This is an optimization exercise on Yosys and OpenROAD, whose aim is small area and a short achievable clock period, not a production implementation.
Function was checked by simulation only, so behaviour that the tests miss may differ from the original.

==> run a <==
// Processor
module Processor(
    input clk,
    input rst,
    input [31:0] instr,  
    input [5:0] dbgSel,  
    output [11:0] pc,  
    output [31:0] dbgData,
    output [31:0] rOut
);
	wire [5:0] op = instr[31:26];
	wire [4:0] rs = instr[25:21];
	wire [4:0] rt = instr[20:16];
	wire opLow   = (op[5:4] == 2'b00);
	wire isMul   = opLow & (op[3:0] == 4'd1 || op[3:0] == 4'd2);
	wire isLw    = (op == 6'd16);
	wire isSw    = (op == 6'd32);
	wire isLoad  = (op[5:4] == 2'b01);
	wire isStore = (op[5:4] == 2'b10);
	wire isCall  = (op == 6'd58);
	wire [31:0] A, B, R31;
	wire [31:0] aluRes;
	wire [63:0] prod;
	wire cFlag, zFlag, sFlag, vFlag;
	wire [31:0] memRead;
	wire [2:0] memAddr;
	ALU alu (
		.op(op), .instr(instr), .a(A), .b(B),
		.result(aluRes), .memAddr(memAddr), .prod(prod),
		.carryFlag(cFlag), .zFlag(zFlag), .signFlag(sFlag), .overflowFlag(vFlag)
	);
	reg cPrev, zPrev, sPrev, vPrev;
	always @(posedge clk or posedge rst) begin
		if (rst) begin
			cPrev <= 1'b0; zPrev <= 1'b0; sPrev <= 1'b0; vPrev <= 1'b0;
		end else begin
			cPrev <= cFlag; zPrev <= zFlag; sPrev <= sFlag; vPrev <= vFlag;
		end
	end
	wire [11:0] pcNext;
	PC_change pcu (
		.clk(clk), .rst(rst), .op(op), .label(instr[11:0]), .rsVal(A[11:0]),
		.raVal(R31[11:0]), .cFlag(cPrev), .zFlag(zPrev), .sFlag(sPrev), .vFlag(vPrev),
		.pc(pc)
	);
	wire        we    = (opLow & ~isMul) | isLoad | isCall;
	wire [4:0]  wAdd  = isLoad ? rt : (isCall ? 5'd31 : rs);
	wire [31:0] wData = isLoad ? memRead : (isCall ? {20'd0, pc + 12'd4} : aluRes);
	wire [31:0] regDbg;
	RegisterBank32 regs (
		.clk(clk), .rst(rst),
		.readAddA(rs), .readDataA(A),
		.readAddB(rt), .readDataB(B),
		.we(we), .writeAdd(wAdd), .writeData(wData),
		.mulWe(isMul), .mulHigh(prod[63:32]), .mulLow(prod[31:0]),
		.r31(R31), .rOut(rOut),
		.dbgAdd(dbgSel), .dbgData(regDbg)
	);
	wire [31:0] memDbg;
	DataMemory dmem (
		.clk(clk), .rst(rst),
		.addr(memAddr), .readData(memRead),
		.writeData(B), .write(isStore),
		.dbgAdd(dbgSel), .dbgData(memDbg)
	);
	assign dbgData = regDbg | memDbg;
endmodule
==> module ALU, before the edit <==
module ALU(
    input [5:0] op,
    input [31:0] instr,
    input [31:0] a,
    input [31:0] b,
    output [31:0] result,
    output [2:0] memAddr,   
    output [63:0] prod,
    output carryFlag,
    output zFlag,
    output signFlag,
    output overflowFlag
    );
	wire opLow  = (op[5:4] == 2'b00);
	wire isAdd  = (opLow & (op[3:0] == 4'd0 || op[3:0] == 4'd4)) || op == 6'd16 || op == 6'd32;
	wire isNeg  = opLow & (op[3:0] == 4'd3 || op[3:0] == 4'd5);
	wire isAnd  = opLow & (op[3:0] == 4'd6);
	wire isXor  = opLow & (op[3:0] == 4'd7);
	wire isSh   = opLow & (op[3:2] == 2'b10 || op[3:1] == 3'b110);
	wire isMul  = opLow & (op[3:0] == 4'd1 || op[3:0] == 4'd2);
	wire [31:0] imm = {{11{instr[20]}}, instr[20:0]};
	wire [31:0] off = {{16{instr[15]}}, instr[15:0]};
	wire useB   = opLow & ~op[2];
	wire useImm = opLow & op[2];
	wire [31:0] bsel = useB ? b : (useImm ? imm : off);
	wire [31:0] x = isNeg ? 32'd0 : a;
	wire [31:0] y = bsel ^ {32{isNeg}};
	wire [32:0] sum = {1'b0, x} + {1'b0, y} + {32'd0, isNeg};
	wire shImm  = ~op[1] & ~(op[3] & op[2] & op[0]);  
	wire [4:0] n = shImm ? instr[20:16] : b[4:0];
	wire big    = shImm ? instr[20] : |b[31:5];        
	wire left   = ~op[2] & ~op[0];                     
	wire arith  = op[2];                               
	wire fill   = arith & a[31];
	genvar i;
	wire [31:0] oh = 32'd1 << n;
	wire [31:0] pow;
	assign pow[0] = oh[0];
	generate for (i = 1; i < 32; i = i + 1) begin : pw
		assign pow[i] = left ? oh[i] : oh[32-i];
	end endgenerate
	wire useHigh = ~left & (n != 5'd0);
	wire [31:0] mask = left ? (32'hffffffff >> n) : (32'hffffffff << n);
	wire [31:0] shRes = big ? {32{fill}} : (useHigh ? prod[63:32] : prod[31:0]);
	wire shZero = big ? ~fill : ~|(a & mask);
	wire [31:0] res0 = ({32{isAdd | isNeg}} & sum[31:0])
	                 | ({32{isAnd}} & (a & b))
	                 | ({32{isXor}} & (a ^ b));
	assign result = res0 | ({32{isSh}} & shRes);
	assign memAddr = {3{op == 6'd16 || op == 6'd32}} & sum[4:2];
	wire sgn = (op[1:0] == 2'b10);
	wire [32:0] ma = {(isMul ? sgn : arith) & a[31], a};
	wire [32:0] mb = isSh ? {1'b0, pow} : {sgn & b[31], b};
	booth_mul33 mul (.a(ma), .b(mb), .p(prod));
	assign carryFlag    = isAdd & sum[32];
	assign overflowFlag = isAdd & (a[31] ^ bsel[31] ^ sum[31] ^ sum[32]);
	assign signFlag     = result[31];
	assign zFlag        = isMul ? (~|a | ~|b) : (isSh ? shZero : ~|res0);
endmodule
==> module Processor, before the edit <==
module Processor(
    input clk,
    input rst,
    input [31:0] instr,  
    input [5:0] dbgSel,  
    output [11:0] pc,  
    output [31:0] dbgData,
    output [31:0] rOut
);
	wire [5:0] op = instr[31:26];
	wire [4:0] rs = instr[25:21];
	wire [4:0] rt = instr[20:16];
	wire opLow   = (op[5:4] == 2'b00);
	wire isMul   = opLow & (op[3:0] == 4'd1 || op[3:0] == 4'd2);
	wire isLw    = (op == 6'd16);
	wire isSw    = (op == 6'd32);
	wire isLoad  = (op[5:4] == 2'b01);
	wire isStore = (op[5:4] == 2'b10);
	wire isCall  = (op == 6'd58);
	wire [31:0] A, B, R31;
	wire [31:0] aluRes;
	wire [63:0] prod;
	wire cFlag, zFlag, sFlag, vFlag;
	wire [31:0] memRead;
	wire [2:0] memAddr;
	ALU alu (
		.op(op), .instr(instr), .a(A), .b(B),
		.result(aluRes), .memAddr(memAddr), .prod(prod),
		.carryFlag(cFlag), .zFlag(zFlag), .signFlag(sFlag), .overflowFlag(vFlag)
	);
	reg cPrev, zPrev, sPrev, vPrev;
	always @(posedge clk or posedge rst) begin
		if (rst) begin
			cPrev <= 1'b0; zPrev <= 1'b0; sPrev <= 1'b0; vPrev <= 1'b0;
		end else begin
			cPrev <= cFlag; zPrev <= zFlag; sPrev <= sFlag; vPrev <= vFlag;
		end
	end
	wire [11:0] pcNext;
	PC_change pcu (
		.clk(clk), .rst(rst), .op(op), .label(instr[11:0]), .rsVal(A[11:0]),
		.raVal(R31[11:0]), .cFlag(cPrev), .zFlag(zPrev), .sFlag(sPrev), .vFlag(vPrev),
		.pc(pc)
	);
	wire        we    = (opLow & ~isMul) | isLoad | isCall;
	wire [4:0]  wAdd  = isLoad ? rt : (isCall ? 5'd31 : rs);
	wire [31:0] wData = isLoad ? memRead : (isCall ? {20'd0, pc + 12'd4} : aluRes);
	wire [31:0] regDbg;
	RegisterBank32 regs (
		.clk(clk), .rst(rst),
		.readAddA(rs), .readDataA(A),
		.readAddB(rt), .readDataB(B),
		.we(we), .writeAdd(wAdd), .writeData(wData),
		.mulWe(isMul), .mulHigh(prod[63:32]), .mulLow(prod[31:0]),
		.r31(R31), .rOut(rOut),
		.dbgAdd(dbgSel), .dbgData(regDbg)
	);
	wire [31:0] memDbg;
	DataMemory dmem (
		.clk(clk), .rst(rst),
		.addr(memAddr), .readData(memRead),
		.writeData(B), .write(isStore),
		.dbgAdd(dbgSel), .dbgData(memDbg)
	);
	assign dbgData = regDbg | memDbg;
endmodule
==> flow/config.mk <==
export PLATFORM = sky130hd
export DESIGN_NAME = Processor
export DESIGN_NICKNAME = Processor
export VERILOG_FILES = /design/flow/design.v
export SDC_FILE = /design/flow/constraint.sdc
export NUM_CORES = 4
export LEC_CHECK = 0
export ABC_AREA = 1
export CAP_MARGIN = 20
export CORE_MARGIN = 2
export CORE_UTILIZATION = 50
export CTS_CLUSTER_SIZE = 20
export PLACE_DENSITY = 0.6
export SLEW_MARGIN = 20
export TNS_END_PERCENT = 0
==> flow/constraint.sdc <==
create_clock -name core_clock -period 30.0 [get_ports {clk}]
set_input_delay 6.0000 -clock core_clock [delete_from_list [all_inputs] [get_ports {clk}]]
set_output_delay 6.0000 -clock core_clock [all_outputs]
set_load 0.01 [all_outputs]
standard.sh (not shown) runs the stock make flow with config.mk's settings and CLKGATE_MAP_FILE= SYNTH_SCRIPT=/design/flow/synth_recipe.tcl, a recipe that flattens the netlist after the stock synthesis.
==> flow/flow/run.sh <==
#!/bin/bash
set -euo pipefail
export SETUP_SLACK_MARGIN=${FLOW_SETUP_MARGIN:-15}
bash standard.sh > standard.log 2>&1
==> inputs of run b, as changes to run a <==
--- a/flow/design.v
+++ b/flow/design.v
@@ -2825,7 +2825,6 @@
     input [31:0] a,
     input [31:0] b,
     output [31:0] result,
-    output [2:0] memAddr,   
     output [63:0] prod,
     output carryFlag,
     output zFlag,
@@ -2848,35 +2847,34 @@
 	wire [31:0] y = bsel ^ {32{isNeg}};
 	wire [32:0] sum = {1'b0, x} + {1'b0, y} + {32'd0, isNeg};
 	wire shImm  = ~op[1] & ~(op[3] & op[2] & op[0]);  
-	wire [4:0] n = shImm ? instr[20:16] : b[4:0];
-	wire big    = shImm ? instr[20] : |b[31:5];        
+	wire [31:0] amt = shImm ? {{27{instr[20]}}, instr[20:16]} : b;
+	wire big    = |amt[31:5];
 	wire left   = ~op[2] & ~op[0];                     
 	wire arith  = op[2];                               
 	wire fill   = arith & a[31];
+	wire [31:0] ain;
+	wire [31:0] sr;
+	wire [31:0] shRes;
 	genvar i;
-	wire [31:0] oh = 32'd1 << n;
-	wire [31:0] pow;
-	assign pow[0] = oh[0];
-	generate for (i = 1; i < 32; i = i + 1) begin : pw
-		assign pow[i] = left ? oh[i] : oh[32-i];
+	generate for (i = 0; i < 32; i = i + 1) begin : rev
+		assign ain[i] = left ? a[31-i] : a[i];
 	end endgenerate
-	wire useHigh = ~left & (n != 5'd0);
-	wire [31:0] mask = left ? (32'hffffffff >> n) : (32'hffffffff << n);
-	wire [31:0] shRes = big ? {32{fill}} : (useHigh ? prod[63:32] : prod[31:0]);
-	wire shZero = big ? ~fill : ~|(a & mask);
-	wire [31:0] res0 = ({32{isAdd | isNeg}} & sum[31:0])
-	                 | ({32{isAnd}} & (a & b))
-	                 | ({32{isXor}} & (a ^ b));
-	assign result = res0 | ({32{isSh}} & shRes);
-	assign memAddr = {3{op == 6'd16 || op == 6'd32}} & sum[4:2];
+	wire signed [32:0] sx = {fill, ain};
+	wire signed [32:0] sxs = sx >>> amt[4:0];
+	assign sr = big ? {32{fill}} : sxs[31:0];
+	generate for (i = 0; i < 32; i = i + 1) begin : rev2
+		assign shRes[i] = left ? sr[31-i] : sr[i];
+	end endgenerate
+	assign result = ({32{isAdd | isNeg}} & sum[31:0])
+	              | ({32{isAnd}} & (a & b))
+	              | ({32{isXor}} & (a ^ b))
+	              | ({32{isSh}} & shRes);
 	wire sgn = (op[1:0] == 2'b10);
-	wire [32:0] ma = {(isMul ? sgn : arith) & a[31], a};
-	wire [32:0] mb = isSh ? {1'b0, pow} : {sgn & b[31], b};
-	booth_mul33 mul (.a(ma), .b(mb), .p(prod));
+	booth_mul33 mul (.a({sgn & a[31], a}), .b({sgn & b[31], b}), .p(prod));
 	assign carryFlag    = isAdd & sum[32];
 	assign overflowFlag = isAdd & (a[31] ^ bsel[31] ^ sum[31] ^ sum[32]);
 	assign signFlag     = result[31];
-	assign zFlag        = isMul ? (~|a | ~|b) : (isSh ? shZero : ~|res0);
+	assign zFlag        = isMul ? (~|a | ~|b) : ~|result;
 endmodule
 `timescale 1ns / 1ps
 module PC_change(
@@ -3043,10 +3041,9 @@
 	wire [63:0] prod;
 	wire cFlag, zFlag, sFlag, vFlag;
 	wire [31:0] memRead;
-	wire [2:0] memAddr;
 	ALU alu (
 		.op(op), .instr(instr), .a(A), .b(B),
-		.result(aluRes), .memAddr(memAddr), .prod(prod),
+		.result(aluRes), .prod(prod),
 		.carryFlag(cFlag), .zFlag(zFlag), .signFlag(sFlag), .overflowFlag(vFlag)
 	);
 	reg cPrev, zPrev, sPrev, vPrev;
@@ -3079,7 +3076,7 @@
 	wire [31:0] memDbg;
 	DataMemory dmem (
 		.clk(clk), .rst(rst),
-		.addr(memAddr), .readData(memRead),
+		.addr(aluRes[4:2]), .readData(memRead),
 		.writeData(B), .write(isStore),
 		.dbgAdd(dbgSel), .dbgData(memDbg)
 	);
- CORE_UTILIZATION: 50 -> 60
- CTS_CLUSTER_SIZE: 20 -> unset
- PLACE_DENSITY: 0.6 -> 0.7
==> run notes <==
In run b the area after synthesis is higher than in run a, by about 6%.
Synthesized cell count: run b is higher than run a (17%).
Run b never finished: it broke off in 5_1_grt. Run a stopped in 5_1_grt.
==> figures <==
| quantity | run b | run a |
|---|---|---|
| Result of the run | stopped before the end | stopped before the end |
| Last stage reached | 5_1_grt | 5_1_grt |
| Final RePlAce weighted congestion | 1.38 | 1.21 |
| Post-synthesis instance total | 13400 | 11400 |
| Die height | 424 um | 451 um |
| Count of unique library cells instantiated by Yosys | 64 | 83 |
| Detailed placement HPWL | 501000 um | 474000 um |
| Synth Area in Compound Gates | 0.111 | 0.175 |
| Number of cell rows | 154 | 164 |
| Total of cells resized after clock tree synthesis | 449 | 1298 |
| Simple-gate share of the synthesized area | 0.273 | 0.162 |
| Post-synthesis share of cell area spent on full adders, half adders and majority gates | 0.110 | 0.117 |
| Post-synthesis cell area | 106000 um2 | 100000 um2 |
| Starting density of the core | 0.602 | 0.502 |
| Setup slack after placement | 12.26 ns | 10.25 ns |
| Area share of xor/xnor cells in the synthesized design | 0.0508 | 0.0557 |
| Area after DPL | 112000 um2 | 106000 um2 |
| Proportion of synthesized chip area in sequential cells | 0.377 | 0.399 |
| Die X | 424 um | 451 um |
| Number of instances in the placed design | 15600 | 14100 |
| Post-Synthesis Net Count | 14100 | 12100 |
| Share of cell area taken by muxes after synthesis | 0.000485 | 0.000613 |
| Mean cell area of the mapped netlist | 7.88 um2 | 8.73 um2 |
| Post-synth top area share | 0.363 | 0.385 |
